This design comes from an exercise in tuning for small area on the open sky130 flow, not from production work. Only simulation tests tie the RTL to the original design; equivalence was not proved. Power and IR drop assume default switching activity.

## design/flow/config.mk

```make
export PLATFORM = sky130hd
export DESIGN_NAME = module_mini_cpu
export DESIGN_NICKNAME = module_mini_cpu
export VERILOG_FILES = /design/flow/design.v
export SDC_FILE = /design/flow/constraint.sdc
export NUM_CORES = 4
export LEC_CHECK = 0
export ABC_AREA = 1
export CAP_MARGIN = 20
export CORE_MARGIN = 2
export CORE_UTILIZATION = 60
export CTS_BUF_LIST = sky130_fd_sc_hd__clkbuf_8
export CTS_CLUSTER_DIAMETER = 150
export CTS_CLUSTER_SIZE = 14
export SLEW_MARGIN = 20
```

## design/flow/constraint.sdc

```tcl
create_clock -name core_clock -period 12.0 [get_ports {clk}]
set_input_delay 2.4000 -clock core_clock [delete_from_list [all_inputs] [get_ports {clk}]]
set_output_delay 2.4000 -clock core_clock [all_outputs]
set_load 0.01 [all_outputs]
```

## design/flow/design.v

```verilog
module memory (
    input             clk,
    input      [3:0]  wr_hit,    
    input      [15:0] wdata,
    output     [63:0] heads      
);
    reg [255:0] ring;
    genvar b;
    generate
        for (b = 0; b < 4; b = b + 1) begin : bank
            always @(posedge clk) begin
                ring[b*64 +: 16]      <= ring[b*64 + 16 +: 16];
                ring[b*64 + 16 +: 16] <= ring[b*64 + 32 +: 16];
                ring[b*64 + 32 +: 16] <= ring[b*64 + 48 +: 16];
                ring[b*64 + 48 +: 16] <= wr_hit[b] ? wdata : ring[b*64 +: 16];
            end
            assign heads[b*16 +: 16] = ring[b*64 +: 16];
        end
    endgenerate
endmodule
module module_alu (
    input  [15:0] a,
    input  [15:0] b,
    input         sub,
    output [15:0] sum
);
    assign sum = a + (b ^ {16{sub}}) + {15'd0, sub};
endmodule
module module_mini_cpu (
    input [2:0] opcode,
    input [3:0] addr1,
    input [3:0] addr2,
    input [6:0] addr3OuImm,
    input ligar, enviar, clk,
    input rst,
    output [15:0] result,
    output on,
    output [2:0] estado,
    output reg EN,
    output RW,
    output reg RS,
    output reg [7:0] saidaLCD
);
    localparam OFF = 3'd0, FETCH = 3'd1, DECODE = 3'd2, READ = 3'd3,
               CALC = 3'd4, ESPERA = 3'd5, STORE = 3'd6, SHOW = 3'd7;
    localparam LOAD = 3'd0, ADD = 3'd1, ADDI = 3'd2, SUB = 3'd3,
               SUBI = 3'd4, MUL = 3'd5, CLEAR = 3'd6, DISPLAY = 3'd7;
    assign RW = 1'b0;
    reg [2:0] state, estadoReg;
    reg onReg, ligou, ligarApertou, enviarApertou;
    reg [2:0] opR;
    reg [3:0] a1R, a2R;
    reg [6:0] a3R;
    reg [15:0] resultReg;
    reg [15:0] R;             
    wire done;
    always @(posedge clk) begin
        if (rst) begin
            state <= OFF;
            ligou <= 1'b0;
            ligarApertou <= 1'b0;
            enviarApertou <= 1'b0;
            onReg <= 1'b0;
            estadoReg <= OFF;
            resultReg <= 16'd0;
        end else begin
            onReg <= (state == OFF);
            if (state != ESPERA) estadoReg <= state;
            case (state)
                FETCH:
                    if (~enviar) enviarApertou <= 1'b1;
                    else if (enviarApertou) begin
                        enviarApertou <= 1'b0;
                        opR <= opcode;
                        a1R <= addr1;
                        a2R <= addr2;
                        a3R <= addr3OuImm;
                        state <= DECODE;
                    end
                DECODE: begin
                    ligou <= 1'b0;
                    if (estadoReg == DECODE) state <= READ;
                end
                READ:   if (estadoReg == READ) state <= CALC;
                CALC:   if (estadoReg == CALC) state <= ESPERA;
                ESPERA: state <= STORE;
                STORE:  if (estadoReg == STORE) state <= SHOW;
                SHOW: begin
                    resultReg <= R;
                    if (done) state <= FETCH;
                end
                OFF: resultReg <= 16'd0;
            endcase
            if (~ligar) ligarApertou <= 1'b1;
            else if (ligarApertou) begin
                ligarApertou <= 1'b0;
                if (state == OFF) begin
                    state <= FETCH;
                    ligou <= 1'b1;
                end else state <= OFF;
            end
        end
    end
    assign on = onReg;
    assign estado = estadoReg;
    assign result = resultReg;
    reg [1:0] phase;
    reg [15:0] V;
    wire [63:0] heads;
    wire isLOAD = (opR == LOAD), isADD = (opR == ADD), isADDI = (opR == ADDI),
         isSUB = (opR == SUB), isSUBI = (opR == SUBI), isMUL = (opR == MUL),
         isCLEAR = (opR == CLEAR), isDISP = (opR == DISPLAY);
    wire sDEC = (state == DECODE), sREAD = (state == READ), sCALC = (state == CALC),
         sESP = (state == ESPERA), sSTORE = (state == STORE), sSHOW = (state == SHOW),
         sFETCH = (state == FETCH), sOFF = (state == OFF);
    wire c5 = sCALC & (estadoReg != CALC);
    wire c6 = sCALC & (estadoReg == CALC);
    wire c8 = sSTORE & (estadoReg != STORE);
    wire c9 = sSTORE & (estadoReg == STORE);
    wire W1 = sDEC | sREAD;
    wire W2 = sCALC | sESP | c8;
    wire WS = sCALC | sESP | sSTORE;
    wire hit1 = W1 & (phase == a1R[3:2]);
    wire hit2 = W2 & (phase == a2R[3:2]);
    wire [1:0] rbank = W1 ? a1R[1:0] : a2R[1:0];
    wire immk = c6 ? a3R[3] : sESP ? a3R[2] : c8 ? a3R[1] : a3R[0];
    wire zap = sOFF | (ligou & sFETCH);
    reg upd, sub;
    reg [1:0] asel;           
    reg [1:0] bsel;           
    always @* begin
        upd = 1'b0; sub = 1'b0; asel = 2'd1; bsel = 2'd0;
        if (zap) begin upd = 1'b1; asel = 2'd0; end
        else case (opR)
            LOAD, CLEAR: if (c5) begin upd = 1'b1; asel = 2'd0; bsel = isLOAD ? 2'd3 : 2'd0; end
            DISPLAY: if (hit1) begin upd = 1'b1; asel = 2'd0; bsel = 2'd1; end
            ADD, SUB: begin
                if (hit1) begin upd = 1'b1; asel = 2'd0; bsel = 2'd1; end
                else if (hit2) begin upd = 1'b1; asel = 2'd1; bsel = 2'd1; sub = isSUB; end
            end
            ADDI, SUBI: begin
                if (hit1) begin upd = 1'b1; asel = 2'd0; bsel = 2'd1; end
                else if (c5) begin upd = 1'b1; asel = 2'd1; bsel = 2'd3; sub = a3R[6] ^ isSUBI; end
            end
            MUL: begin
                if (hit1) begin upd = 1'b1; asel = 2'd0; sub = a3R[6]; bsel = 2'd1; end
                else if (c5) begin upd = 1'b1; asel = a3R[5] ? 2'd2 : 2'd0; sub = a3R[6]; bsel = a3R[4] ? 2'd2 : 2'd0; end
                else if (WS) begin upd = 1'b1; asel = 2'd2; sub = a3R[6]; bsel = immk ? 2'd2 : 2'd0; end
            end
        endcase
    end
    wire [15:0] imm = isLOAD ? {9'd0, a3R} : {10'd0, a3R[5:0]};
    wire [15:0] opa = (asel == 2'd1) ? R : (asel == 2'd2) ? {R[14:0], 1'b0} : 16'd0;
    wire selTap = (bsel == 2'd1) & ~ligou;
    wire [3:0] selH = {4{selTap}} & {rbank == 2'd3, rbank == 2'd2, rbank == 2'd1, rbank == 2'd0};
    wire [15:0] opb = ({16{selH[0]}} & heads[15:0]) | ({16{selH[1]}} & heads[31:16])
                    | ({16{selH[2]}} & heads[47:32]) | ({16{selH[3]}} & heads[63:48])
                    | ({16{bsel == 2'd2}} & V) | ({16{bsel == 2'd3}} & imm);
    wire [15:0] sum;
    module_alu ula (.a(opa), .b(opb), .sub(sub), .sum(sum));
    wire [15:0] Rnext = sum;
    always @(posedge clk) begin
        R <= Rnext;
        if (cld) V <= {rmag[11:0], 4'd0};
        else if (cbusy) V <= {V[13:0], 2'd0};
        else if (hit1) V <= opb;
        phase <= rst ? 2'd0 : phase + 2'd1;
    end
    reg [3:0] abit;
    always @* begin
        case (opR)
            ADD, SUB: abit = a3R[6:3];
            ADDI, SUBI, MUL: abit = a2R;
            default: abit = a1R;
        endcase
    end
    wire Wwr = c9 | sSHOW | (sFETCH & ~ligou);
    wire clr = sOFF | (ligou & (sFETCH | sDEC)) | (Wwr & isCLEAR);
    wire [3:0] dest = abit;    
    wire wen = Wwr & ~isCLEAR & ~isDISP & (phase == dest[3:2]);
    wire [3:0] wr_hit;
    assign wr_hit[0] = clr | (wen & (dest[1:0] == 2'd0));
    assign wr_hit[1] = clr | (wen & (dest[1:0] == 2'd1));
    assign wr_hit[2] = clr | (wen & (dest[1:0] == 2'd2));
    assign wr_hit[3] = clr | (wen & (dest[1:0] == 2'd3));
    memory memoriaRAM (.clk(clk), .wr_hit(wr_hit), .wdata(Rnext), .heads(heads));
    parameter MS = 5;
    reg stateLCD;             
    reg [5:0] instructions;
    reg [2:0] counter;
    reg doneR, doneligou;
    assign done = doneR;
    always @(posedge clk) begin
        if (rst) begin
            stateLCD <= 1'b0;
            instructions <= 6'd0;
            counter <= 3'd0;
            doneR <= 1'b0;
            doneligou <= 1'b0;
        end else if (sOFF | sSHOW | (ligou & sFETCH)) begin
            if (counter == MS - 1) begin
                counter <= 3'd0;
                stateLCD <= ~stateLCD;
                if (stateLCD) begin
                    if (sOFF) instructions <= (instructions <= 6'd1) ? instructions + 6'd1 : 6'd0;
                    else if (instructions < 6'd40) instructions <= instructions + 6'd1;
                    else begin
                        instructions <= 6'd0;
                        if (sSHOW) doneR <= 1'b1;
                        else doneligou <= 1'b1;
                    end
                end
            end else counter <= counter + 3'd1;
        end else if (sFETCH) begin
            doneR <= 1'b0;
            instructions <= 6'd0;
            stateLCD <= 1'b0;
            counter <= 3'd0;
        end else if (sDEC) begin
            doneligou <= 1'b0;
        end
    end
    function [3:0] add3;      
        input [3:0] d;
        begin
            add3[3] = d[3] | (d[2] & d[0]) | (d[2] & d[1]);
            add3[2] = (d[3] & d[0]) | (d[2] & ~d[1] & ~d[0]);
            add3[1] = (d[3] & ~d[0]) | (~d[2] & d[1]) | (d[1] & d[0]);
            add3[0] = (d[3] & ~d[0]) | (~d[3] & ~d[2] & d[0]) | (d[2] & d[1] & ~d[0]);
        end
    endfunction
    function [17:0] dab;      
        input [17:0] d;
        input b;
        dab = {d[16], add3(d[15:12]), add3(d[11:8]), add3(d[7:4]), add3(d[3:0]), b};
    endfunction
    wire [15:0] lowset;       
    assign lowset[0] = 1'b0;
    genvar g;
    generate
        for (g = 1; g < 16; g = g + 1) begin : absg
            assign lowset[g] = lowset[g-1] | resultReg[g-1];
        end
    endgenerate
    wire [15:0] rmag = resultReg ^ ({16{resultReg[15]}} & lowset);
    wire isSmall = (rmag[15:7] == 9'd0);
    reg [8:0] sbcd;           
    integer i;
    always @* begin
        sbcd = 9'd0;
        for (i = 6; i >= 0; i = i - 1) begin
            sbcd[7:4] = add3(sbcd[7:4]);
            sbcd[3:0] = add3(sbcd[3:0]);
            sbcd = {sbcd[7:0], rmag[i]};
        end
    end
    reg [17:0] D;             
    reg neg, special;         
    reg [2:0] ccnt;           
    reg sh1;                  
    wire cld = sSHOW & ((estadoReg != SHOW) | sh1);
    wire cbusy = (ccnt != 3'd0);
    always @(posedge clk) begin
        if (rst) begin
            D <= 18'd0;
            neg <= 1'b0;
            special <= 1'b0;
            ccnt <= 3'd0;
            sh1 <= 1'b0;
        end else begin
            sh1 <= sSHOW & (estadoReg != SHOW);
            if (cld) begin
                neg <= resultReg[15];
                special <= rmag[15];
                D <= isSmall ? {9'd0, sbcd} : {15'd0, rmag[14:12]};
                ccnt <= isSmall ? 3'd0 : 3'd6;
            end else if (cbusy) begin
                D <= dab(dab(D, V[15]), V[14]);
                ccnt <= ccnt - 3'd1;
            end
        end
    end
    wire startup = ligou & ~doneligou;
    reg [3:0] dig;
    reg [7:0] spc;
    always @* begin
        case (instructions[2:0])
            3'd2: begin dig = {2'd0, D[17:16]}; spc = 8'h2D; end    
            3'd3: begin dig = D[15:12]; spc = 8'h2E; end    
            3'd4: begin dig = D[11:8];  spc = 8'h29; end    
            3'd5: begin dig = D[7:4];   spc = 8'h2A; end    
            default: begin dig = D[3:0]; spc = 8'h28; end   
        endcase
    end
    wire [7:0] digchar = (special & ~startup) ? spc : {4'h3, dig & {4{~startup}}};
    wire clrc = isCLEAR & ~startup;    
    reg [7:0] opc;
    always @* begin
        case (instructions[1:0])
            2'd2: case (opR)             
                ADD, ADDI: opc = 8'h41;
                SUB, SUBI: opc = 8'h53;
                MUL: opc = 8'h4D;
                DISPLAY: opc = 8'h44;
                CLEAR: opc = 8'h43;
                default: opc = 8'h4C;
            endcase
            2'd3: case (opR)             
                ADD, ADDI: opc = 8'h44;
                SUB, SUBI, MUL: opc = 8'h55;
                DISPLAY: opc = 8'h50;
                CLEAR: opc = 8'h4C;
                default: opc = 8'h4F;
            endcase
            2'd0: case (opR)             
                ADD, ADDI: opc = 8'h44;
                SUB, SUBI: opc = 8'h42;
                MUL, DISPLAY: opc = 8'h4C;
                CLEAR: opc = 8'h45;
                default: opc = 8'h41;
            endcase
            default: case (opR)          
                ADDI, SUBI: opc = 8'h49;
                CLEAR: opc = 8'h41;
                LOAD: opc = 8'h44;
                default: opc = 8'h20;
            endcase
        endcase
    end
    wire chValid = (instructions != 6'd0) & (instructions < 6'd40);
    reg [7:0] ch;
    reg chRS;
    always @* begin
        chRS = 1'b1;
        ch = 8'h20;
        case (instructions)
            1: begin ch = 8'h38; chRS = 1'b0; end
            2: begin ch = 8'h0E; chRS = 1'b0; end
            3: begin ch = 8'h01; chRS = 1'b0; end
            4: begin ch = 8'h02; chRS = 1'b0; end
            5: begin ch = 8'h06; chRS = 1'b0; end
            22: begin ch = 8'hC0; chRS = 1'b0; end
            39: begin ch = 8'h0C; chRS = 1'b0; end
            6, 7, 8, 9: ch = startup ? 8'h2D : opc;
            10: ch = clrc ? 8'h52 : 8'h20;
            16: ch = clrc ? 8'h20 : 8'h5B;
            17, 18, 19, 20: ch = startup ? 8'h2D : isCLEAR ? 8'h20 : {7'h18, abit[2'd0 - instructions[1:0]]};
            21: ch = clrc ? 8'h20 : 8'h5D;
            33: ch = clrc ? 8'h20 : ((neg & ~startup) ? 8'h2D : 8'h2B);
            34, 35, 36, 37, 38: ch = clrc ? 8'h20 : digchar;
            default: ;
        endcase
    end
    always @(posedge clk) begin
        if (rst) begin
            EN <= 1'b0;
            RS <= 1'b0;
            saidaLCD <= 8'd0;
        end else if (sOFF | sSTORE) begin
            EN <= ~stateLCD;
            if (instructions == 6'd1) begin saidaLCD <= 8'h08; RS <= 1'b0; end
        end else if (startup | sSHOW) begin
            EN <= ~stateLCD;
            if (chValid) begin saidaLCD <= ch; RS <= chRS; end
        end
    end
endmodule
```

## design/flow/flow/run.sh

```bash
#!/bin/bash
# Layout flow: the standard ORFS flow with two changes:
#  - synthesis maps logic with flow/area.abc (via flow/abc_wrap.tcl); all other
#    synthesis steps, and so all registers, are those of synth_recipe.tcl;
#  - port buffers use the smallest buffer cell.
set -euo pipefail
W=$PWD
export FLOW_ABC_SCRIPT=$W/flow/area.abc
# synth_recipe.tcl with the ABC wrapper loaded before ORFS's synth.tcl
sed "s#^source \$::env(SCRIPTS_DIR)/synth.tcl#source $W/flow/abc_wrap.tcl\n&#" synth_recipe.tcl > $W/flow_synth.tcl
grep -q abc_wrap $W/flow_synth.tcl
# standard.sh with that synthesis script and extra settings
sed -e "s#SYNTH_SCRIPT=[^ ]*synth_recipe.tcl#SYNTH_SCRIPT=$W/flow_synth.tcl#" \
    -e "s#\"\${@:-finish}\"#BUFFER_PORTS_ARGS='-buffer_cell sky130_fd_sc_hd__buf_1' \"\${@:-finish}\"#" \
    standard.sh > $W/flow_standard.sh
grep -q flow_synth.tcl $W/flow_standard.sh
grep -q BUFFER_PORTS_ARGS $W/flow_standard.sh
bash $W/flow_standard.sh > $W/flow_make.log 2>&1
```

## design/flow/flow/abc_wrap.tcl

```tcl
# Map the combinational logic with an area-oriented ABC script instead of the
# one ORFS picks; every other synthesis step is ORFS's own (synth_recipe.tcl).
proc abc {args} {
  set i [lsearch -exact $args -script]
  if { $i >= 0 } {
    lset args [expr { $i + 1 }] $::env(FLOW_ABC_SCRIPT)
  }
  yosys abc {*}$args
}
```

## design/flow/flow/area.abc

```
strash
dch
amap
strash
dch
amap
strash
dch
amap
strash
dch
amap
strash
dch
amap
strash
dch
amap
topo
```

## design/flow/standard.sh

```bash
#!/bin/bash
# synth_recipe.tcl (not shown) runs the flow's synth.tcl, then flattens the netlist and writes it again
# the make line also repeats each setting of config.mk as NAME=value (left out here)
make -C /OpenROAD-flow-scripts/flow DESIGN_CONFIG=/design/flow/config.mk WORK_HOME=/design/flow/orfs CLKGATE_MAP_FILE= SYNTH_SCRIPT=/design/flow/synth_recipe.tcl "${@:-finish}"
```

==> results.sh, run 1 <==
export IMPL_grt_pass1_wl_um=54800
export IMPL_yosys_cell_types_count=50
export IMPL_cts_resized=0
export IMPL_coreArea_um2=21900
export IMPL_crit_top_cell="nor2_1"
export IMPL_setup_tns_ps=0
export IMPL_ys_seq_area_frac=0.588
export IMPL_die_area_um2=23600
export IMPL_synth_top_area_cell="dfxtp_1"
export IMPL_dp_hpwl_um=25500
export IMPL_fmax_mhz=131
export IMPL_grt_overflow_total=0
export IMPL_grt_max_degree=49
export IMPL_htree_levels=1
export IMPL_start_kind="flop"
export IMPL_nets=1593
export IMPL_rows=54
export IMPL_cts_tree="done"
export IMPL_n_antenna_cell=0
export IMPL_port_buffers=51
export IMPL_cts_hold_buf=0
export IMPL_finalPower_mw=2.34
export IMPL_grt_usage=0.290
export IMPL_path_class="reg -> reg"
export IMPL_final_cell_area_um2=14600
export IMPL_cap_violations=0
export IMPL_status="timing/DRC/antenna clean"
export IMPL_slowest_stage="clkinv_1"
export IMPL_synthArstFlopShare=0
export IMPL_fin_crit_ps=7630
export IMPL_period_share=0.635
export IMPL_syn_cell_area_um2=13500
export IMPL_vias_per_cell=5.89
export IMPL_holdPathStages=0
export IMPL_clk_pin_slew_ps=110
export IMPL_grt_pass1_vias=10300
export IMPL_path_max_fanout=16
export IMPL_synth_cells=1451
export IMPL_synthFlopType="dfxtp_1"
export IMPL_worst_slew_pin_slew_ps=965
export IMPL_cts_root_buf="clkbuf_8"
export IMPL_numCtsBuffers=31
export IMPL_nFillCells=1753
export IMPL_fin_util=0.666
export IMPL_post_cts_buffers=0
export IMPL_area_delta_synth_final_pct=8.32
export IMPL_initial_core_util=0.614
export IMPL_drtAntennaViolNets=0
export IMPL_rsz0062_at_grt="no"
export IMPL_clock_sinks=380
export IMPL_drt_iter0_markers=1035
export IMPL_ys_ff_latch=380
export IMPL_avgRoutedWirePerCell_um=18.8
export IMPL_die_h_um=154
export IMPL_finalClockSkew_ps=60.2
export IMPL_die_w_um=154
export IMPL_routed_wl_um=34500
export IMPL_synth_edf_count=30
export IMPL_antenna_found_initial=0
export IMPL_drv_slew=0
export IMPL_first_pass_iters=9
export IMPL_hold_violations=0
export IMPL_required_ps=12470
export IMPL_peakVddDrop_v=0.000154
export IMPL_ys_top_cells_by_area="dfxtp_1, edfxtp_1, nor2_1"
export IMPL_syn_nets=1497
export IMPL_setup_violations=0
export IMPL_min_path_type="reg -> reg"
export IMPL_post_dp_cell_area_um2=14100
export IMPL_synth_top_area_frac=0.521
export IMPL_drive_gt1_frac=0.0315
export IMPL_ys_warn_count=2
export IMPL_mostFrequentLayoutCell="dfxtp_1"
export IMPL_cp_arrival_ps=8100
export IMPL_layout_common_cells="dfxtp_1, nor2_1, clkinv_1"
export IMPL_reg2reg_depth=35
export IMPL_slew_headroom=0.355
export IMPL_gp_congestion=0.957
export IMPL_clock_latency_ps=650
export IMPL_crit_path_end_kind="flop"
export IMPL_ios=53
export IMPL_drc=0
export IMPL_power_leakage_nw=5.25
export IMPL_vias=10800
export IMPL_cts_buffer_depth=3
export IMPL_power_density_nw_per_um2=161
export IMPL_avgSynthCellArea_um2=9.27
export IMPL_crit_path_max_incr_delay_ps=470
## layout make-up
class,instances,area (um2),share of cell area
clock inverter,9,53.8,0.00369
sequential,380,7910,0.543
multi-input combinational,887,4850,0.333
clock buffer,31,427,0.0293
inverter,182,683,0.0469
tap,280,350,0.0240
timing repair buffer,65,298,0.0204
## final timing paths
path                             start                    to  slack, ps
setup / recovery              state[2]  memoriaRAM.ring[191]       4370
hold reg to reg   memoriaRAM.ring[216]  memoriaRAM.ring[200]        290
hold / removal    memoriaRAM.ring[216]  memoriaRAM.ring[200]        290
setup reg to reg              state[2]  memoriaRAM.ring[191]       4370
## critical path, delay by kind of cell, from the launching register on
kind,cells,cell delay (ps)
AOI/OAI and AO/OA,15,3610
and+or+nand+nor,16,2240
buffers and inverters,3,830
DFF,1,450
adders and majority gates,1,310
## cell usage after synthesis (all sizes together), types with 18 or more instances
cell type and count:
a22oi 26, o22ai 69, ha 23, dfxtp 350
nor3 38, o21ai 133, a222oi 18, a221oi 20
edfxtp 30, nor2 197, clkinv 182, a21oi 64
nand2 148
## cells by family (layout without fill, tap and decap cells)
group,Yosys count,count (layout),share of synthesized area
other,1,1,0.000279
and+or+nand+nor,442,442,0.137
AOI/OAI and AO/OA,420,420,0.200
DFF,380,380,0.588
adders and majority gates,24,24,0.0229
buffers and inverters,184,287,0.0519
## metal layers
metal	track usage	vias to the layer above	part of all wire
met4	0.120	0	0.040
met3	0.0482	89	0.063
li1	-	5303	-
met1	0.384	5010	0.44
met5	0	-	0
met2	0.476	395	0.46
## per-stage QoR
stage	hold WS [ps]	worst slack, ps	cells
after floorplan	310	5310	1451
after global placement	309	4850	1794
after detailed placement	312	4550	1794
after CTS	288	4470	1834
after global routing	304	3440	1834
final	292	4370	1834
## where the power goes
part           internal, mW  total, mW  switching, mW
clock network         0.238      0.641          0.404
logic                 0.110      0.319          0.209
registers              1.34       1.38         0.0428
total                  1.69       2.34          0.656
## registers in the layout (all words and copies together) (netlist names), 4 cells and up
| register | count |
|---|---|
| resultReg | 16 |
| instructions | 6 |
| a3R | 7 |
| a2R | 4 |
| a1R | 4 |
| V | 16 |
| D | 18 |
| memoriaRAM.ring | 256 |
| R | 16 |
| saidaLCD | 8 |
==> inputs of run 2 (changes only) <==
--- a/design/flow/config.mk
+++ b/design/flow/config.mk
@@ -9,5 +9,5 @@
 export CAP_MARGIN = 20
 export CORE_MARGIN = 2
-export CORE_UTILIZATION = 60
+export CORE_UTILIZATION = 72
 export CTS_BUF_LIST = sky130_fd_sc_hd__clkbuf_8
 export CTS_CLUSTER_DIAMETER = 150
==> run 2 against run 1 <==
Die area down 16%. Critical path type unchanged. Critical path depth is 2 higher. Total power rose by 0.90%. Cell area is 0.36% lower. Critical endpoint unchanged. Highest routed layer unchanged.
==> results.sh, run 2 <==
export IMPL_synthFlopType="dfxtp_1"
export IMPL_ys_ff_latch=380
export IMPL_status="timing/DRC/antenna clean"
export IMPL_period_share=0.732
export IMPL_path_class="reg -> reg"
export IMPL_synth_top_area_frac=0.521
export IMPL_fmax_mhz=114
export IMPL_routed_wl_um=39800
export IMPL_synth_cells=1451
export IMPL_crit_top_cell="nor2_1"
export IMPL_vias_per_cell=6.61
export IMPL_finalPower_mw=2.37
export IMPL_setup_violations=0
export IMPL_synth_most_common_cell="dfxtp_1"
export IMPL_cts_tree="done"
export IMPL_multi_input_area_um2=4850
export IMPL_finalClockSkew_ps=48.6
export IMPL_die_w_um=141
export IMPL_ios=53
export IMPL_ys_top_cells_by_area="dfxtp_1, edfxtp_1, nor2_1"
export IMPL_grt_overflow_total=0
export IMPL_setup_tns_ps=0
export IMPL_top_regs="memoriaRAM.ring x256, D x18"
export IMPL_grt_max_degree=49
export IMPL_gp_congestion=0.994
export IMPL_syn_nets=1497
export IMPL_cts_root_buf="clkbuf_8"
export IMPL_peakVddDrop_v=0.000215
export IMPL_layout_cells_non_filler=1785
export IMPL_crit_path_max_incr_delay_ps=570
export IMPL_yosys_cell_types_count=50
export IMPL_fin_crit_ps=8780
export IMPL_cts_buffer_depth=3
export IMPL_cts_resized=0
export IMPL_area_delta_synth_final_pct=7.93
export IMPL_start_kind="flop"
export IMPL_numCtsBuffers=31
export IMPL_cap_violations=0
export IMPL_n_antenna_cell=0
export IMPL_syn_cell_area_um2=13500
export IMPL_crit_path_end_kind="flop"
export IMPL_required_ps=12460
export IMPL_drive_gt1_frac=0.0321
export IMPL_worst_slew_pin_slew_ps=1160
export IMPL_min_path_type="reg -> reg"
export IMPL_grt_usage=0.401
export IMPL_cp_arrival_ps=9240
export IMPL_dp_hpwl_um=27300
export IMPL_synth_top_area_cell="dfxtp_1"
export IMPL_top_register="memoriaRAM.ring"
export IMPL_drt_iter0_markers=1601
export IMPL_synth_common_cells="dfxtp_1, nor2_1, clkinv_1"
export IMPL_first_pass_iters=9
export IMPL_power_density_nw_per_um2=163
export IMPL_antenna_found_initial=0
export IMPL_clock_sinks=380
export IMPL_mostFrequentLayoutCell="dfxtp_1"
export IMPL_hold_violations=0
export IMPL_port_buffers=51
export IMPL_ys_warn_count=2
export IMPL_synth_edf_count=30
export IMPL_layout_common_cells="dfxtp_1, nor2_1, clkinv_1"
export IMPL_dp_slack_ps=4100
export IMPL_htree_levels=1
export IMPL_ys_seq_area_frac=0.588
export IMPL_power_leakage_nw=5.27
export IMPL_post_route_worst_setup_slack_ps=3220
export IMPL_vias=11800
export IMPL_initial_core_util=0.741
export IMPL_reg2reg_depth=37
export IMPL_nFillCells=1092
export IMPL_die_area_um2=19800
export IMPL_rows=49
export IMPL_synthArstFlopShare=0
export IMPL_fin_util=0.800
export IMPL_holdPathStages=0
export IMPL_rsz0062_at_grt="no"
export IMPL_coreArea_um2=18100
export IMPL_slew_headroom=0.215
export IMPL_avgSynthCellArea_um2=9.27
export IMPL_drc=0
export IMPL_grt_pass1_wl_um=62600
export IMPL_post_cts_buffers=0
export IMPL_slowest_stage="nand4_1"
export IMPL_nets=1594
export IMPL_drtAntennaViolNets=0
export IMPL_avgRoutedWirePerCell_um=22.3
export IMPL_ff_latch_area_um2=7910
export IMPL_numPlacedInstances=1744
export IMPL_die_h_um=141
export IMPL_path_max_fanout=16
export IMPL_drv_slew=0
export IMPL_cts_hold_buf=0
export IMPL_clk_pin_slew_ps=100
export IMPL_grt_pass1_vias=11600
export IMPL_largest_register_ffs=256
export IMPL_clock_latency_ps=640
run 2: cell counts after synthesis:
Identical to the previous run, type by type.
run 2: per-stage QoR:
step	hold WS (ps)	cell area, um2
2_1_floorplan	310	13500
3_3_place_gp	310	14000
3_5_place_dp	312	14000
4_1_cts	312	14500
5_1_grt	321	14500
6_report	323	14500
run 2: kinds of logic (layout without fill, tap and decap cells):
family          count (synthesis)  count (layout)  synth area share
simple gates                  442             442             0.137
compound gates                420             420             0.200
flops                         380             380             0.588
buf+inv                       184             289            0.0519
other cells                     1               1          0.000279
fa+ha+maj                      24              24            0.0229
run 2: path summary, 6_finish.rpt:
check	startpoint	to	slack, ps
hold reg to reg	memoriaRAM.ring[89]	memoriaRAM.ring[73]	320
setup / recovery	state[2]	memoriaRAM.ring[191]	3220
setup reg to reg	state[2]	memoriaRAM.ring[191]	3220
hold / removal	memoriaRAM.ring[89]	memoriaRAM.ring[73]	320
run 2: final cells by class:
cell class / count / share of cell area
clock buffer: 31 / 0.0294
clock inverter: 10 / 0.00396
inverter: 182 / 0.0471
multi-input combinational: 887 / 0.334
sequential: 380 / 0.545
tap: 229 / 0.0197
timing repair buffer: 66 / 0.0210
run 2: worst max-delay path, delay by kind of cell, from the launching register on:
family / cells / cell delay, ps
flops: 1 / 450
compound gates: 13 / 3120
simple gates: 19 / 3250
buf+inv: 4 / 1380
fa+ha+maj: 1 / 390
run 2: power by group:
part	internal (mW)	total, mW	switching [mW]	leakage [nW]
registers	1.34	1.39	0.0462	3.12
clock network	0.238	0.657	0.418	0.278
logic	0.110	0.321	0.211	1.87
run 2: layer usage:
metal  GRT usage  wire length, um  vias up
li1            -                -     5308
met1       0.487            14600     5386
met2       0.664            18400      832
met3      0.0757             3910      273
met4       0.252             2990        0
met5           0                0        -
==> inputs of run 3 (changes only) <==
--- a/design/flow/design.v
+++ b/design/flow/design.v
@@ -184,5 +184,7 @@
     assign wr_hit[2] = clr | (wen & (dest[1:0] == 2'd2));
     assign wr_hit[3] = clr | (wen & (dest[1:0] == 2'd3));
-    memory memoriaRAM (.clk(clk), .wr_hit(wr_hit), .wdata(Rnext), .heads(heads));
+    wire offclr = sOFF | (ligou & (sFETCH | sDEC));
+    wire [15:0] wdata = Rnext & {16{~offclr}};
+    memory memoriaRAM (.clk(clk), .wr_hit(wr_hit), .wdata(wdata), .heads(heads));
     parameter MS = 5;
     reg stateLCD;             
--- a/design/flow/config.mk
+++ b/design/flow/config.mk
@@ -9,5 +9,5 @@
 export CAP_MARGIN = 20
 export CORE_MARGIN = 2
-export CORE_UTILIZATION = 72
+export CORE_UTILIZATION = 60
 export CTS_BUF_LIST = sky130_fd_sc_hd__clkbuf_8
 export CTS_CLUSTER_DIAMETER = 150
==> run 3 against run 2 <==
Clock skew shrank 23 ps. First-iteration DRC count shrank 47%. Cell area grew 1.3%. Clock power shrank 5.6%. Global-route usage shrank 12 points. Fmax grew 21%. Die area grew 20%. Via count shrank 7.2%. Worst setup slack gained 1500 ps. Sequential power is essentially flat. Count of clock-buffer cells in the layout is the same. Largest cell class unchanged.
==> results.sh, run 3 <==
export IMPL_min_from="memoriaRAM.ring[165]"
export IMPL_start_kind="flop"
export IMPL_avgRoutedWirePerCell_um=18.3
export IMPL_largest_register_ffs=256
export IMPL_worst_slew_pin_slew_ps=872
export IMPL_grt_overflow_total=0
export IMPL_setup_tns_ps=0
export IMPL_ys_top_cells_by_area="dfxtp_1, edfxtp_1, clkinv_1"
export IMPL_ff_latch_area_um2=7910
export IMPL_synth_top_area_cell="dfxtp_1"
export IMPL_multi_input_area_um2=4880
export IMPL_antenna_found_initial=0
export IMPL_post_cts_buffers=0
export IMPL_min_path_type="reg -> reg"
export IMPL_synthArstFlopShare=0
export IMPL_numCtsBuffers=31
export IMPL_drc=0
export IMPL_peakVddDrop_v=0.000155
export IMPL_cts_tree="done"
export IMPL_drive_gt1_frac=0.0317
export IMPL_vias=11000
export IMPL_initial_core_util=0.605
export IMPL_grt_pass1_wl_um=54300
export IMPL_setup_violations=0
export IMPL_nFillCells=1890
export IMPL_drtAntennaViolNets=0
export IMPL_cts_hold_buf=0
export IMPL_path_class="reg -> reg"
export IMPL_area_delta_synth_final_pct=8.29
export IMPL_layout_common_cells="dfxtp_1, clkinv_1, nor2_1"
export IMPL_first_pass_iters=6
export IMPL_ys_seq_area_frac=0.583
export IMPL_crit_path_end_kind="flop"
export IMPL_die_w_um=154
export IMPL_ys_ff_latch=380
export IMPL_synth_cells=1476
export IMPL_ys_warn_count=2
export IMPL_dp_hpwl_um=25200
export IMPL_coreArea_um2=22400
export IMPL_status="timing/DRC/antenna clean"
export IMPL_final_cell_area_um2=14700
export IMPL_clk_pin_slew_ps=100
export IMPL_clock_latency_ps=600
export IMPL_fin_util=0.655
export IMPL_r2r_slack_ps=4720
export IMPL_cp_arrival_ps=7780
export IMPL_n_antenna_cell=0
export IMPL_die_area_um2=23800
export IMPL_rsz0062_at_grt="no"
export IMPL_cts_root_buf="clkbuf_8"
export IMPL_yosys_cell_types_count=48
export IMPL_slew_headroom=0.419
export IMPL_cap_violations=0
export IMPL_power_leakage_nw=5.22
export IMPL_hold_violations=0
export IMPL_period_share=0.607
export IMPL_clock_sinks=380
export IMPL_critPathLaunch="state[2]"
export IMPL_fin_crit_ps=7280
export IMPL_r2r_start="state[2]"
export IMPL_top_register="memoriaRAM.ring"
export IMPL_post_dp_cell_area_um2=14200
export IMPL_synth_edf_count=30
export IMPL_crit_path_max_incr_delay_ps=690
export IMPL_synth_common_cells="dfxtp_1, clkinv_1, nor2_1"
export IMPL_crit_top_cell="clkinv_1"
export IMPL_path_max_fanout=16
export IMPL_crit_end="memoriaRAM.ring[127]"
export IMPL_port_buffers=51
export IMPL_htree_levels=1
export IMPL_syn_cell_area_um2=13600
export IMPL_power_density_nw_per_um2=156
export IMPL_routed_wl_um=34200
export IMPL_grt_max_degree=48
export IMPL_top_regs="memoriaRAM.ring x256, D x18"
export IMPL_mostFrequentLayoutCell="dfxtp_1"
export IMPL_synth_most_common_cell="dfxtp_1"
export IMPL_drt_iter0_markers=846
export IMPL_required_ps=12500
export IMPL_grt_pass1_vias=10200
export IMPL_syn_nets=1522
export IMPL_rows=55
export IMPL_die_h_um=154
export IMPL_avgSynthCellArea_um2=9.20
export IMPL_gp_congestion=0.990
export IMPL_fmax_mhz=137
export IMPL_reg2reg_depth=32
export IMPL_synthFlopType="dfxtp_1"
export IMPL_finalClockSkew_ps=25.7
export IMPL_grt_usage=0.283
export IMPL_ios=53
export IMPL_drv_slew=0
export IMPL_vias_per_cell=5.88
export IMPL_synth_top_area_frac=0.516
export IMPL_r2r_end="memoriaRAM.ring[127]"
export IMPL_cts_resized=0
export IMPL_nets=1619
export IMPL_cts_buffer_depth=3
export IMPL_slowest_stage="or3_1"
## run 3: cell types whose count changed after synthesis, sizes merged, moves of 11 or more
cell / before / now
nand2b: 1 / 12
o221ai: 10 / 22
o21ai: 133 / 94
a222oi: 18 / 5
clkinv: 182 / 208
nand2: 148 / 124
o22ai: 69 / 111
## run 3: how the worst min path moves through the flow
| stage | to | slack, ps | depth (start not counted) |
|---|---|---|---|
| after global placement | memoriaRAM.ring[130] | 310 | 0 |
| after detailed placement | memoriaRAM.ring[108] | 310 | 0 |
| after floorplan | memoriaRAM.ring[0] | 310 | 0 |
| final | memoriaRAM.ring[149] | 320 | 0 |
| after CTS | memoriaRAM.ring[130] | 320 | 0 |
| after global routing | memoriaRAM.ring[14] | 320 | 0 |
## run 3: cells by family after synthesis
group                    synth area share
flip-flops                          0.583
buffers and inverters              0.0586
AND/OR/NAND/NOR                     0.141
other                            0.000276
adder cells (fa/ha/maj)            0.0227
AO/OA/AOI/OAI                       0.195
## run 3: stage by stage
| stage | total power, mW | hold WS (ps) | cells | setup slack [ps] |
|---|---|---|---|---|
| floorplan | 1.60 | 310 | 1476 | 5470 |
| CTS | 2.31 | 319 | 1863 | 4820 |
| global placement | 1.70 | 310 | 1825 | 5220 |
| detailed placement | 1.71 | 312 | 1825 | 4880 |
| finish | 2.30 | 321 | 1863 | 4720 |
| global route | 2.40 | 323 | 1863 | 4010 |
## run 3: final cells by class
cell class | instances | share of cell area
multi-input combinational | 886 | 0.332
clock inverter | 7 | 0.00264
timing repair buffer | 66 | 0.0208
sequential | 380 | 0.538
clock buffer | 31 | 0.0290
inverter | 208 | 0.0531
tap | 285 | 0.0243
## run 3: critical path, delay by kind of cell, from the launching register on
family | cells | cell delay, ps
buffers and inverters | 7 | 1300
AND/OR/NAND/NOR | 9 | 2260
AO/OA/AOI/OAI | 15 | 2840
flip-flops | 1 | 480
adder cells (fa/ha/maj) | 1 | 320
## run 3: layer usage
layer / GRT usage / part of all wire / vias up
li1: - / - / 5373
met1: 0.387 / 0.44 / 5110
met2: 0.476 / 0.47 / 410
met3: 0.0384 / 0.064 / 58
met4: 0.0789 / 0.021 / 0
met5: 0 / 0 / -
## run 3: report_power, final
| part | switching [mW] | internal [mW] | total (mW) |
|---|---|---|---|
| logic | 0.206 | 0.100 | 0.306 |
| registers | 0.0381 | 1.34 | 1.37 |
| clock network | 0.385 | 0.235 | 0.620 |
| total | 0.629 | 1.67 | 2.30 |
==> inputs of run 4 (changes only) <==
==> design/flow/flow/area.abc (replaced) <==
strash
dch
amap -F 3 -A 8 -m
strash
dch
amap -F 3 -A 8 -m
strash
dch
amap -F 3 -A 8 -m
strash
dch
amap -F 3 -A 8 -m
strash
dch
amap -F 3 -A 8 -m
strash
dch
amap -F 3 -A 8 -m
strash
dch
amap -F 3 -A 8 -m
strash
dch
amap -F 3 -A 8 -m
topo
==> run 4 against run 3 <==
Area after synthesis is 1.1% lower. Worst setup slack better by 110 ps. Sequential cell count stayed put. Largest cell class unchanged. Clock power hardly changed. Global-route usage is 1.3 points higher. Critical path depth stayed put. Sequential power hardly changed. Highest routed layer unchanged. Still clean. First-iteration DRC count is 28% higher.
==> results.sh, run 4 <==
export IMPL_grt_max_degree=46
export IMPL_mostFrequentLayoutCell="dfxtp_1"
export IMPL_routed_wl_um=35100
export IMPL_cap_violations=0
export IMPL_top_register="memoriaRAM.ring"
export IMPL_p_sw_uw=669
export IMPL_reg2reg_depth=32
export IMPL_fin_crit_ps=7170
export IMPL_syn_cell_area_um2=13400
export IMPL_status="timing/DRC/antenna clean"
export IMPL_nFillCells=1796
export IMPL_slowest_stage="nor2_1"
export IMPL_path_class="reg -> reg"
export IMPL_grt_pass1_wl_um=56300
export IMPL_path_max_fanout=11
export IMPL_initial_core_util=0.613
export IMPL_cts_tree="done"
export IMPL_p_int_mw=1.69
export IMPL_first_pass_iters=6
export IMPL_vias=10700
export IMPL_power_density_nw_per_um2=162
export IMPL_r2r_slack_ps=4830
export IMPL_dp_hpwl_um=26300
export IMPL_ys_warn_count=2
export IMPL_drive_gt1_frac=0.0304
export IMPL_synthFlopType="dfxtp_1"
export IMPL_start_kind="flop"
export IMPL_clock_latency_ps=620
export IMPL_swShare=0.284
export IMPL_rows=54
export IMPL_clock_sinks=380
export IMPL_drv_slew=0
export IMPL_drc=0
export IMPL_drt_iter0_markers=1086
export IMPL_area_delta_synth_final_pct=8.21
export IMPL_top_regs="memoriaRAM.ring x256, D x18"
export IMPL_cts_resized=0
export IMPL_p_clk_frac=0.264
export IMPL_fmax_mhz=140
export IMPL_setup_violations=0
export IMPL_seq_power_share=0.592
export IMPL_synth_edf_count=30
export IMPL_post_cts_buffers=0
export IMPL_cts_hold_buf=0
export IMPL_peakVddDrop_v=0.000141
export IMPL_synth_cells=1442
export IMPL_die_h_um=154
export IMPL_avgSynthCellArea_um2=9.31
export IMPL_period_share=0.597
export IMPL_synth_most_common_cell="dfxtp_1"
export IMPL_n_antenna_cell=0
export IMPL_setup_tns_ps=0
export IMPL_grt_overflow_total=0
export IMPL_finalClockSkew_ps=51.5
export IMPL_slew_headroom=0.328
export IMPL_crit_path_end_kind="flop"
export IMPL_drtAntennaViolNets=0
export IMPL_ys_seq_area_frac=0.589
export IMPL_synth_common_cells="dfxtp_1, nor2_1, clkinv_1"
export IMPL_vias_per_cell=5.89
export IMPL_hold_end="memoriaRAM.ring[238]"
export IMPL_syn_nets=1488
export IMPL_r2r_start="opR[0]"
export IMPL_ios=53
export IMPL_yosys_cell_types_count=45
export IMPL_synthArstFlopShare=0
export IMPL_nets=1584
export IMPL_hold_violations=0
export IMPL_ys_ff_latch=380
export IMPL_grt_usage=0.297
export IMPL_holdPathStages=0
export IMPL_cts_root_buf="clkbuf_8"
export IMPL_power_leakage_nw=5.16
export IMPL_port_buffers=51
export IMPL_largest_register_ffs=256
export IMPL_synth_top_area_frac=0.522
export IMPL_layout_common_cells="dfxtp_1, nor2_1, clkinv_1"
export IMPL_post_route_worst_setup_slack_ps=4830
export IMPL_pwr_share_comb=0.144
export IMPL_crit_top_cell="nor2_1"
export IMPL_clk_pin_slew_ps=100
export IMPL_required_ps=12510
export IMPL_gp_congestion=1.00
export IMPL_cts_buffer_depth=3
export IMPL_coreArea_um2=21900
export IMPL_synth_top_area_cell="dfxtp_1"
export IMPL_rsz0062_at_grt="no"
export IMPL_die_w_um=154
export IMPL_grt_pass1_vias=10400
export IMPL_dp_slack_ps=5010
export IMPL_ys_top_cells_by_area="dfxtp_1, edfxtp_1, nor2_1"
export IMPL_crit_path_max_incr_delay_ps=670
export IMPL_r2r_end="memoriaRAM.ring[63]"
export IMPL_worst_slew_pin_slew_ps=1000
export IMPL_cp_arrival_ps=7670
export IMPL_htree_levels=1
export IMPL_die_area_um2=23600
export IMPL_min_path_type="reg -> reg"
export IMPL_min_from="memoriaRAM.ring[254]"
export IMPL_avgRoutedWirePerCell_um=19.2
export IMPL_antenna_found_initial=0
export IMPL_numCtsBuffers=31
==> run 4: worst max path at each step <==
stage,slack [ps],start,cells past startpoint,endpoint
6_report,4830,opR[0],32,memoriaRAM.ring[63]
4_1_cts,4980,opR[0],32,memoriaRAM.ring[63]
2_1_floorplan,5840,estadoReg[1],23,memoriaRAM.ring[253]
5_1_grt,3960,opR[0],30,memoriaRAM.ring[253]
3_3_place_gp,5370,opR[0],30,memoriaRAM.ring[61]
3_5_place_dp,5010,opR[0],32,memoriaRAM.ring[63]
==> run 4: cells by family after synthesis <==
| family | Yosys count | synth area share |
|---|---|---|
| compound gates | 429 | 0.204 |
| fa+ha+maj | 24 | 0.0229 |
| buf+inv | 195 | 0.0551 |
| flops | 380 | 0.589 |
| other cells | 1 | 0.000279 |
| simple gates | 413 | 0.129 |
==> run 4: worst max-delay path, delay by kind of cell (launching register included) <==
kind,cells,cell delay (ps)
AOI/OAI and AO/OA,16,3380
and+or+nand+nor,13,2400
buffers and inverters,2,620
DFF,1,430
adders and majority gates,1,270
==> run 4: power by group through the flow <==
stage / Clock (mW) / Sequential, mW / Combinational, mW
5_1_grt: 0.682 / 1.40 / 0.385
6_report: 0.622 / 1.39 / 0.339
2_1_floorplan: 0 / 1.40 / 0.236
3_5_place_dp: 0 / 1.42 / 0.333
4_1_cts: 0.639 / 1.39 / 0.335
3_3_place_gp: 0 / 1.42 / 0.328
==> run 4: area by class of cell <==
cell class              count  area (um2)  area share
flip-flops and latches    380        7910       0.544
multi-input cells         867        4780       0.329
inverters                 193         724      0.0499
clock buffers              31         427      0.0294
well taps                 280         350      0.0241
repair buffers             65         298      0.0205
clock inverters             8        42.5     0.00293
==> run 4: through the flow <==
step | hold slack (ps) | power, mW | utilization | std cells | instance area, um2
6_report | 301 | 2.36 | 0.664 | 1824 | 14500
5_1_grt | 297 | 2.47 | 0.664 | 1824 | 14500
3_5_place_dp | 312 | 1.75 | 0.642 | 1785 | 14100
2_1_floorplan | 310 | 1.63 | - | 1442 | 13400
3_3_place_gp | 309 | 1.75 | 0.642 | 1785 | 14100
4_1_cts | 305 | 2.37 | 0.664 | 1824 | 14500
==> run 4: metal layers <==
metal	wire, um	GRT usage
met1	15300	0.404
met2	16200	0.489
met3	2310	0.0409
met4	1250	0.103
met5	0	0
==> inputs of run 5 (changes only) <==
--- a/design/flow/config.mk
+++ b/design/flow/config.mk
@@ -10,6 +10,6 @@
 export CORE_MARGIN = 2
 export CORE_UTILIZATION = 60
-export CTS_BUF_LIST = sky130_fd_sc_hd__clkbuf_8
+export CTS_BUF_LIST = sky130_fd_sc_hd__clkbuf_4 sky130_fd_sc_hd__clkbuf_8
 export CTS_CLUSTER_DIAMETER = 150
-export CTS_CLUSTER_SIZE = 14
+export CTS_CLUSTER_SIZE = 12
 export SLEW_MARGIN = 20
==> run 5 against run 4 <==
Global-route usage increased by 0.58 points. Largest power group unchanged. Clock skew decreased by 3.1 ps. Sequential cell count unchanged. Routed wire length increased by 1.9%. Clock power increased by 19%. Hold slack got worse by 5.7 ps. Critical path depth unchanged. Register-to-register slack got worse by 90 ps. Synthesized cell count unchanged. Via count increased by 1.7%. Sequential power about the same.
==> results.sh, run 5 <==
export IMPL_swShare=0.281
export IMPL_p_sw_uw=696
export IMPL_worst_slew_pin_slew_ps=1010
export IMPL_synth_most_common_cell="dfxtp_1"
export IMPL_synth_top_area_frac=0.522
export IMPL_peakVddDrop_v=0.000150
export IMPL_power_density_nw_per_um2=169
export IMPL_pwr_share_comb=0.137
export IMPL_nets=1590
export IMPL_grt_usage=0.302
export IMPL_layout_cells_non_filler=1833
export IMPL_p_int_mw=1.78
export IMPL_syn_cell_area_um2=13400
export IMPL_dp_slack_ps=5010
export IMPL_grtUsageMet1=0.416
export IMPL_critPathLaunch="opR[0]"
export IMPL_setup_tns_ps=0
export IMPL_dp_hpwl_um=26300
export IMPL_met2_usage=0.487
export IMPL_drt_iter0_markers=1195
export IMPL_synthArstFlopShare=0
export IMPL_die_w_um=154
export IMPL_cts_tree="done"
export IMPL_drive_gt1_frac=0.0406
export IMPL_hold_violations=0
export IMPL_ys_top_cells_by_area="dfxtp_1, edfxtp_1, nor2_1"
export IMPL_gp_congestion=1.00
export IMPL_cp_top_family="compound AO/OA/AOI/OAI gates"
export IMPL_initial_core_util=0.613
export IMPL_crit_buf_inv=2
export IMPL_ios=53
export IMPL_numCtsBuffers=37
export IMPL_port_buffers=51
export IMPL_drtAntennaViolNets=0
export IMPL_status="timing/DRC/antenna clean"
export IMPL_slew_headroom=0.323
export IMPL_coreArea_um2=21900
export IMPL_post_route_worst_setup_slack_ps=4740
export IMPL_drc=0
export IMPL_cap_violations=0
export IMPL_grt_use_met3=0.0423
export IMPL_grt_pass1_wl_um=56900
export IMPL_cts_buffer_depth=3
export IMPL_die_area_um2=23600
export IMPL_cts_hold_buf=0
export IMPL_routed_wl_um=35700
export IMPL_required_ps=12460
export IMPL_setup_violations=0
export IMPL_cts_root_buf="clkbuf_8"
export IMPL_p_clk_frac=0.299
export IMPL_fmax_mhz=138
export IMPL_synth_cells=1442
export IMPL_r2r_start="opR[0]"
export IMPL_ys_seq_area_frac=0.589
export IMPL_synthFlopType="dfxtp_1"
export IMPL_grt_pass1_vias=10400
export IMPL_slowest_stage="nor2_1"
export IMPL_vias=10900
export IMPL_min_from="memoriaRAM.ring[163]"
export IMPL_largest_register_ffs=256
export IMPL_crit_path_end_kind="flop"
export IMPL_drv_slew=0
export IMPL_finalClockSkew_ps=48.5
export IMPL_rsz0062_at_grt="no"
export IMPL_avgRoutedWirePerCell_um=19.5
export IMPL_area_delta_synth_final_pct=9.29
export IMPL_ff_latch_area_um2=7910
export IMPL_multi_input_area_um2=4780
export IMPL_crit_top_cell="nor2_1"
export IMPL_min_path_type="reg -> reg"
export IMPL_yosys_cell_types_count=45
export IMPL_die_h_um=154
export IMPL_numPlacedInstances=1785
export IMPL_finalPower_mw=2.48
export IMPL_n_antenna_cell=0
export IMPL_antenna_found_initial=1
export IMPL_fin_crit_ps=7260
export IMPL_power_leakage_nw=5.21
export IMPL_cts_resized=0
export IMPL_nFillCells=1782
export IMPL_synth_edf_count=30
export IMPL_clk_pin_slew_ps=100
export IMPL_grt_overflow_total=0
export IMPL_cp_arrival_ps=7720
export IMPL_rows=54
export IMPL_clock_latency_ps=570
export IMPL_top_register="memoriaRAM.ring"
export IMPL_syn_nets=1488
export IMPL_ys_warn_count=2
export IMPL_avgSynthCellArea_um2=9.31
export IMPL_vias_per_cell=5.97
export IMPL_htree_levels=2
export IMPL_mostFrequentLayoutCell="dfxtp_1"
export IMPL_layout_common_cells="dfxtp_1, nor2_1, clkinv_1"
export IMPL_seq_power_share=0.563
export IMPL_top_regs="memoriaRAM.ring x256, D x18"
export IMPL_ys_ff_latch=380
export IMPL_first_pass_iters=6
export IMPL_path_class="reg -> reg"
export IMPL_crit_path_max_incr_delay_ps=690
export IMPL_post_cts_buffers=0
export IMPL_top_usage_layer="met2"
export IMPL_synth_common_cells="dfxtp_1, nor2_1, clkinv_1"
export IMPL_holdWs_ps=295
export IMPL_start_kind="flop"
export IMPL_path_max_fanout=11
export IMPL_period_share=0.605
export IMPL_synth_top_area_cell="dfxtp_1"
export IMPL_grt_max_degree=46
export IMPL_clock_sinks=380
run 5: cell types whose count changed in the layout (fill, tap and decap cells not counted), sizes merged:
| cell | previous run | this run |
|---|---|---|
| clkbuf | 32 | 46 |
| inv | 7 | 0 |
| clkinvlp | 0 | 2 |
| bufinv | 0 | 1 |
| clkinv | 194 | 193 |
run 5: layout make-up:
cell class,count,share of cell area
flip-flops and latches,380,0.539
inverters,193,0.0494
clock inverters,3,0.00307
well taps,280,0.0239
repair buffers,65,0.0203
multi-input cells,867,0.326
clock buffers,45,0.0388
run 5: logic make-up (layout without fill, tap and decap cells):
| logic type | count (synthesis) | count (layout) | synth area share |
|---|---|---|---|
| buf+inv | 195 | 306 | 0.0551 |
| other cells | 1 | 1 | 0.000279 |
| simple gates | 413 | 413 | 0.129 |
| flops | 380 | 380 | 0.589 |
| compound gates | 429 | 429 | 0.204 |
| fa+ha+maj | 24 | 24 | 0.0229 |
run 5: worst paths after layout:
path | endpoint | slack, ps | cells after the start
max | memoriaRAM.ring[63] | 4740 | 32
min | memoriaRAM.ring[147] | 300 | 0
max reg2reg | memoriaRAM.ring[63] | 4740 | 32
min reg2reg | memoriaRAM.ring[147] | 300 | 0
run 5: worst register-to-register path, delay by kind of cell (launching register included):
kind                     cells  cell delay [ps]
AND/OR/NAND/NOR             13             2460
AO/OA/AOI/OAI               16             3420
flip-flops                   1              420
adder cells (fa/ha/maj)      1              270
buffers and inverters        2              610
run 5: metal layers:
metal	up-vias	wire, um
met5	-	0
li1	5301	-
met3	87	2510
met4	0	1330
met1	5077	15500
met2	470	16400
run 5: power groups by stage:
stage,Sequential [mW],Clock [mW],Combinational (mW)
after global placement,1.42,0,0.328
after CTS,1.39,0.752,0.335
after floorplan,1.40,0,0.236
after detailed placement,1.42,0,0.333
after global routing,1.40,0.795,0.385
final,1.40,0.741,0.341
run 5: stage by stage:
step / util / cell area [um2]
after CTS: 0.670 / 14700
after global placement: 0.642 / 14100
after global routing: 0.670 / 14700
after detailed placement: 0.642 / 14100
after floorplan: - / 13400
final: 0.670 / 14700

afterwards: timing with drivers on the ports:
Ports are ideal in the flow. The routed layouts listed here were re-timed in OpenROAD. Step 1 (the two cells are an assumption about what drives the block):
set clk [get_ports {clk}]
set_driving_cell -lib_cell sky130_fd_sc_hd__clkbuf_16 $clk
set_driving_cell -lib_cell sky130_fd_sc_hd__buf_2 [delete_from_list [all_inputs] $clk]
Step 2 adds t to the input delays and takes it off the output delays; t is the mean of the earliest and latest rising clock arrival at the registers after step 1. Input paths then give back, and output paths get back, about the clock's delay inside the block. Three values: ideal, step 1, step 2; two values: the first two.
run | shift t [ns] | slack for setup (ns) | worst setup path at the end | clock arrival spread, ns | worst slew at a driven data input, ns
run 1 | 0.665 | 4.374 / 4.374 / 4.374 | register to register | 0.068 / 0.068 | 0.04
run 2 | 0.664 | 3.218 / 3.218 / 3.218 | register to register | 0.050 / 0.049 | 0.04
run 3 | 0.629 | 4.720 / 4.720 / 4.720 | register to register | 0.029 / 0.029 | 0.03
run 4 | 0.639 | 4.833 / 4.833 / 4.833 | register to register | 0.052 / 0.052 | 0.04
run 5 | 0.594 | 4.740 / 4.740 / 4.740 | register to register | 0.050 / 0.050 | 0.04
After both steps every run listed still meets setup and hold.
